This is an optimization exercise on Yosys and OpenROAD, whose aim is small area, not a production implementation. Function was checked by simulation only, so behaviour that the tests miss may differ from the original. Power is estimated from default activity; no workload was simulated.

==> inputs of branch raven <==
Design top, start of the top module:
module top(
input clk,
input rst,
input reset_i,
input start_i,
output [6:0] seven_seg_o,
output [3:0] anodes_o
    );
==> flow/config.mk <==
export PLATFORM = sky130hd
export DESIGN_NAME = top
export DESIGN_NICKNAME = top
export VERILOG_FILES = /design/flow/design.v
export SDC_FILE = /design/flow/constraint.sdc
export NUM_CORES = 4
export LEC_CHECK = 0
export CAP_MARGIN = 20
export CORE_MARGIN = 2
export CORE_UTILIZATION = 40
export SLEW_MARGIN = 20
==> flow/constraint.sdc <==
create_clock -name core_clock -period 10.0 [get_ports {clk}]
set_input_delay 2.0000 -clock core_clock [delete_from_list [all_inputs] [get_ports {clk}]]
set_output_delay 2.0000 -clock core_clock [all_outputs]
set_load 0.01 [all_outputs]
run.sh (not shown) runs the stock make flow with config.mk's settings and CLKGATE_MAP_FILE= SYNTH_SCRIPT=/design/flow/synth_recipe.tcl, a recipe that flattens the netlist after the stock synthesis.
==> inputs of branch cedar, as changes to branch raven <==
--- a/flow/config.mk
+++ b/flow/config.mk
@@ -8,4 +8,7 @@
 export CAP_MARGIN = 20
 export CORE_MARGIN = 2
 export CORE_UTILIZATION = 40
+export CTS_BUF_LIST = sky130_fd_sc_hd__clkbuf_8
+export CTS_CLUSTER_DIAMETER = 500
+export CTS_CLUSTER_SIZE = 100
 export SLEW_MARGIN = 20
==> inputs of branch maple, as changes to branch raven <==
--- a/flow/config.mk
+++ b/flow/config.mk
@@ -8,4 +8,5 @@
 export CAP_MARGIN = 20
 export CORE_MARGIN = 2
 export CORE_UTILIZATION = 40
+export CTS_BUF_LIST = sky130_fd_sc_hd__clkbuf_4
 export SLEW_MARGIN = 20
==> summary of the runs <==
- Branch maple went through all stages and came out clean. Branch raven passed the timing, design-rule and antenna checks. Branch cedar produced a clean layout.
- In branch raven the clock skew is lower than in branch maple, by 0.0021 ns.
- Between branch maple and branch raven, the lower cell area is in branch maple (gap 2.9%, measured against branch raven).
- Clock power is about the same in branch cedar and branch raven.
- In first-iteration DRC count, branch cedar and branch raven do not differ.
- Between branch cedar and branch maple, the lower utilization is in branch maple (gap 1.4 points).
- Total power is the same in branch raven and branch cedar.

==> build 69 <==
==> flow/design.v <==
`timescale 1ns / 1ps
module seven_segment(
    input [3:0] sayac,
    output reg [6:0] segment
    );
    always @(*) begin
        case (sayac)
            4'd0: segment = ~7'b0111111;
            4'd1: segment = ~7'b0000110;
            4'd2: segment = ~7'b1011011;
            4'd3: segment = ~7'b1001111;
            4'd4: segment = ~7'b1100110;
            4'd5: segment = ~7'b1101101;
            4'd6: segment = ~7'b1111101;
            4'd7: segment = ~7'b0000111;
            4'd8: segment = ~7'b1111111;
            4'd9: segment = ~7'b1101111;
            default segment = 7'bxxxxxxx;
        endcase
    end
endmodule
`timescale 1ns / 1ps
module bcd_incrementor(
input clk,
input rst,
input incr_i,
input rst_i,
output reg [3:0] h1, h10, s1,
output reg [2:0] s10
    );
    always @(posedge clk) begin
        if (rst || rst_i) begin
            h1 <= 4'd0; h10 <= 4'd0; s1 <= 4'd0; s10 <= 3'd0;
        end else if (incr_i) begin
            if (h1 != 4'd9) h1 <= h1 + 4'd1;
            else begin
                h1 <= 4'd0;
                if (h10 != 4'd9) h10 <= h10 + 4'd1;
                else begin
                    h10 <= 4'd0;
                    if (s1 != 4'd9) s1 <= s1 + 4'd1;
                    else begin
                        s1 <= 4'd0;
                        s10 <= (s10 == 3'd5) ? 3'd0 : s10 + 3'd1;
                    end
                end
            end
        end
    end
endmodule
`timescale 1ns / 1ps
module debouncer #(parameter AGE2 = 1) (
input clk,
input rst,
input signal_i,
output reg lvl,
output init,
output a1,
output a2
    );
    localparam [6:0] C_LAST = 7'd101, C_ST = 7'd127, C_INIT = 7'd126,
                     C_A1 = 7'd125, C_A2S = 7'd124, C_A2T = 7'd123;
    reg [6:0] cnt;
    assign init = (cnt == C_INIT);
    assign a1 = (cnt == C_A1);
    assign a2 = AGE2 && (cnt == C_A2S || cnt == C_A2T);
    wire same = (signal_i == lvl);
    always @(posedge clk) begin
        if (rst) begin
            cnt <= C_INIT;
            lvl <= 1'b0;
        end else begin
            case (cnt)
                C_INIT: cnt <= C_ST;
                C_ST, C_A2S: cnt <= same ? C_ST : 7'd0;
                C_A1: cnt <= same ? (AGE2 ? C_A2S : C_ST) : (AGE2 ? C_A2T : 7'd0);
                C_A2T: cnt <= same ? C_ST : 7'd1;
                default: begin
                    if (same) cnt <= C_ST;
                    else if (cnt == C_LAST) begin
                        cnt <= C_A1;
                        lvl <= ~lvl;
                    end else cnt <= cnt + 7'd1;
                end
            endcase
        end
    end
endmodule
`timescale 1ns / 1ps
module top(
input clk,
input rst,
input reset_i,
input start_i,
output [6:0] seven_seg_o,
output [3:0] anodes_o
    );
    wire s_lvl, s_init, s_a1, r_lvl, r_a1, r_a2;
    debouncer #(.AGE2(0)) start_debouncer(.clk(clk), .rst(rst), .signal_i(start_i),
        .lvl(s_lvl), .init(s_init), .a1(s_a1), .a2());
    debouncer #(.AGE2(1)) reset_debouncer(.clk(clk), .rst(rst), .signal_i(reset_i),
        .lvl(r_lvl), .init(), .a1(r_a1), .a2(r_a2));
    wire clr   = r_lvl ^ r_a1;            
    wire clr_d = r_lvl ^ (r_a1 | r_a2);   
    reg run, inc, inc_d;
    reg [9:0] pre;
    always @(posedge clk) begin
        if (rst) begin
            run <= 1'b0; inc <= 1'b0; inc_d <= 1'b0; pre <= 10'd0;
        end else begin
            run <= run ^ (s_a1 & s_lvl);
            inc <= run && pre == 10'd999;
            inc_d <= inc;
            if (clr) pre <= 10'd0;
            else if (run) pre <= (pre == 10'd999) ? 10'd0 : pre + 10'd1;
        end
    end
    wire [3:0] h1, h10, s1;
    wire [2:0] s10;
    bcd_incrementor digits(.clk(clk), .rst(rst), .incr_i(inc_d), .rst_i(clr_d),
        .h1(h1), .h10(h10), .s1(s1), .s10(s10));
    reg [6:0] tm;
    reg [1:0] k;
    always @(posedge clk) begin
        if (rst) begin
            tm <= 7'd0; k <= 2'd0;
        end else if (tm == 7'd99) begin
            tm <= 7'd0; k <= k + 2'd1;
        end else tm <= tm + 7'd1;
    end
    assign anodes_o = ~(4'b0001 << k);
    wire [1:0] kp = k - {1'b0, (tm == 7'd0) & ~s_init};
    reg [3:0] dig;
    always @(*) begin
        case (kp)
            2'd0: dig = h1;
            2'd1: dig = h10;
            2'd2: dig = s1;
            default: dig = {1'b0, s10};
        endcase
    end
    wire [6:0] seg;
    seven_segment dec(.sayac(dig), .segment(seg));
    assign seven_seg_o = s_init ? 7'h7F : seg;
endmodule
==> flow/run.sh <==
#!/bin/bash
# synth_recipe.tcl (not shown) runs the flow's synth.tcl, then flattens the netlist and writes it again
# the make line also repeats each setting of config.mk as NAME=value (left out here)
make -C /OpenROAD-flow-scripts/flow DESIGN_CONFIG=/design/flow/config.mk WORK_HOME=/design/flow/orfs CLKGATE_MAP_FILE= SYNTH_SCRIPT=/design/flow/synth_recipe.tcl finish
==> flow/config.mk <==
export PLATFORM = sky130hd
export DESIGN_NAME = top
export DESIGN_NICKNAME = top
export VERILOG_FILES = /design/flow/design.v
export SDC_FILE = /design/flow/constraint.sdc
export NUM_CORES = 4
export LEC_CHECK = 0
export CAP_MARGIN = 20
export CORE_MARGIN = 2
export CORE_UTILIZATION = 40
export SLEW_MARGIN = 20
==> flow/constraint.sdc <==
create_clock -name core_clock -period 10.0 [get_ports {clk}]
set_input_delay 2.0000 -clock core_clock [delete_from_list [all_inputs] [get_ports {clk}]]
set_output_delay 2.0000 -clock core_clock [all_outputs]
set_load 0.01 [all_outputs]
==> trial 73 (differences from build 69) <==
==> flow/design.v, changed modules only <==
module seven_segment(
    input [3:0] sayac,
    output reg [6:0] segment
    );
    always @(*) begin
        case (sayac)
            4'd0: segment = ~7'b0111111;
            4'd1: segment = ~7'b0000110;
            4'd2: segment = ~7'b1011011;
            4'd3: segment = ~7'b1001111;
            4'd4: segment = ~7'b1100110;
            4'd5: segment = ~7'b1101101;
            4'd6: segment = ~7'b1111101;
            4'd7: segment = ~7'b0000111;
            4'd8: segment = ~7'b1111111;
            4'd9: segment = ~7'b1101111;
            default segment = ~7'b0000000;
        endcase
    end
endmodule
module debouncer(
input clk,
input rst,
input signal_i,
output reg signal_o,
output a1
    );
    localparam [6:0] C_INIT = 7'b1100100, C_ST = 7'b1001000;
    reg [6:0] cnt;
    assign a1 = ~(cnt[6] | cnt[4] | cnt[2] | cnt[1] | cnt[0]);
    wire same = ~(signal_i ^ signal_o ^ a1);
    wire [6:0] nxt = {cnt[5:0], cnt[6] ^ cnt[5] ^ a1};
    always @(posedge clk) begin
        if (rst) begin
            cnt <= C_INIT;
            signal_o <= 1'b0;
        end else begin
            cnt <= same ? C_ST : nxt;
            signal_o <= signal_o ^ a1;
        end
    end
endmodule
module top(
input clk,
input rst,
input reset_i,
input start_i,
output [6:0] seven_seg_o,
output [3:0] anodes_o
    );
    wire start_deb, start_a1, reset_deb;
    debouncer start_debouncer(.clk(clk), .rst(rst), .signal_i(start_i), .signal_o(start_deb), .a1(start_a1));
    debouncer reset_debouncer(.clk(clk), .rst(rst), .signal_i(reset_i), .signal_o(reset_deb), .a1());
    reg run;
    always @(posedge clk)
        if (rst) run <= 1'b0;
        else run <= run ^ (start_a1 & ~start_deb);
    localparam [9:0] P0 = 10'b0000111000;
    reg [9:0] pre;
    wire tick = ~pre[0] & ~pre[1] & ~pre[2] & pre[3] & pre[4] & pre[5] & ~pre[6] & ~pre[7] & ~pre[8] & pre[9];
    always @(posedge clk)
        if (rst || reset_deb || (tick && !run)) pre <= P0;
        else if (run) pre <= {pre[8:0], pre[9] ^ pre[6] ^ tick};
    wire [3:0] h1, h10, s1;
    wire [2:0] s10;
    bcd_incrementor digits(.clk(clk), .rst(rst), .incr_i(tick), .rst_i(reset_deb),
        .h1(h1), .h10(h10), .s1(s1), .s10(s10));
    localparam [6:0] Q0 = 7'b1100011;
    reg [6:0] tm;
    reg [1:0] k;
    wire wrap = tm[0] & ~tm[1] & ~tm[2] & ~tm[3] & tm[4] & tm[5];
    always @(posedge clk)
        if (rst) begin
            tm <= Q0; k <= 2'd0;
        end else begin
            tm <= {tm[5:0], tm[6] ^ tm[5] ^ wrap};
            k <= k + {1'b0, wrap};
        end
    assign anodes_o = ~(4'b0001 << k);
    reg [3:0] dig;
    always @(posedge clk)
        if (rst) dig <= 4'd15;
        else case (k)
            2'd0: dig <= h1;
            2'd1: dig <= h10;
            2'd2: dig <= s1;
            default: dig <= {1'b0, s10};
        endcase
    seven_segment dec(.sayac(dig), .segment(seven_seg_o));
endmodule
- CTS_BUF_LIST: not set -> sky130_fd_sc_hd__clkbuf_4
- CTS_CLUSTER_DIAMETER: not set -> 100
- CTS_CLUSTER_SIZE: not set -> 30
==> notes.md <==
- Build 69 completed with no timing, DRC or antenna violations. Trial 73 ran to the end with no violations.
- In build 69 the synthesized area is larger than in trial 73, by about 18%.
- In build 69 the cell area is higher than in trial 73, by 18%.
- In trial 73 the maximum frequency is larger than in build 69, by about 50%.
- Between build 69 and trial 73, the lower die area is in trial 73 (gap about 17%, measured against trial 73).
- Of trial 73 and build 69, trial 73 has the higher first-iteration DRC count (gap 34%, measured against build 69).
==> figures <==
item                                                    trial 73             build 69
Final design area excluding fillers                 0.00288 mm^2         0.00339 mm^2
Final design utilization                                   45.6%                46.2%
Met3 WL                                                   172 um               160 um
Reg-to-reg critical path endpoint                 seven_seg_o[5]         digits.h1[2]
Group drawing the most power                           registers  combinational cells
Routed vias                                                1,918                2,399
Post-layout net count                                        301                  396
Tcrit/Tclk final                                           39.6%                60.1%
Result of the run               no timing/DRC/antenna violations  no timing/DRC/antenna violations
Met1 routing resource usage after global routing           18.9%                18.3%
Fraction of power consumed by sequential logic             58.8%                35.2%

afterwards: timing with drivers on the ports:
How much do the figures lean on ideal ports? The routed layouts below were timed once more, with nothing changed but the port constraints.
Step 1 assumes that a clkbuf_16 drives the clock port and a buf_2 every other input.
Step 2 adds t to the input delays and takes it off the output delays; t is the mean of the earliest and latest rising clock arrival at the registers after step 1. Input paths then give back, and output paths get back, about the clock's delay inside the block.
Slacks: ideal / step 1 / step 2; pairs: ideal / step 1.
run	t (ns)	slack for setup (ns)	worst register clock-pin slew, ns	cell pins on the clock port's net
branch raven	0.365	5.989 / 5.989 / 5.624	0.07 / 0.07	1
branch cedar	0.365	5.989 / 5.989 / 5.624	0.07 / 0.07	1
branch maple	0.424	6.045 / 6.043 / 5.619	0.10 / 0.10	1
build 69	0.331	3.990 / 3.962 / 4.292	0.10 / 0.10	1
trial 73	0.424	6.045 / 6.043 / 5.619	0.10 / 0.10	1
After both steps setup and hold are still met in every run listed.
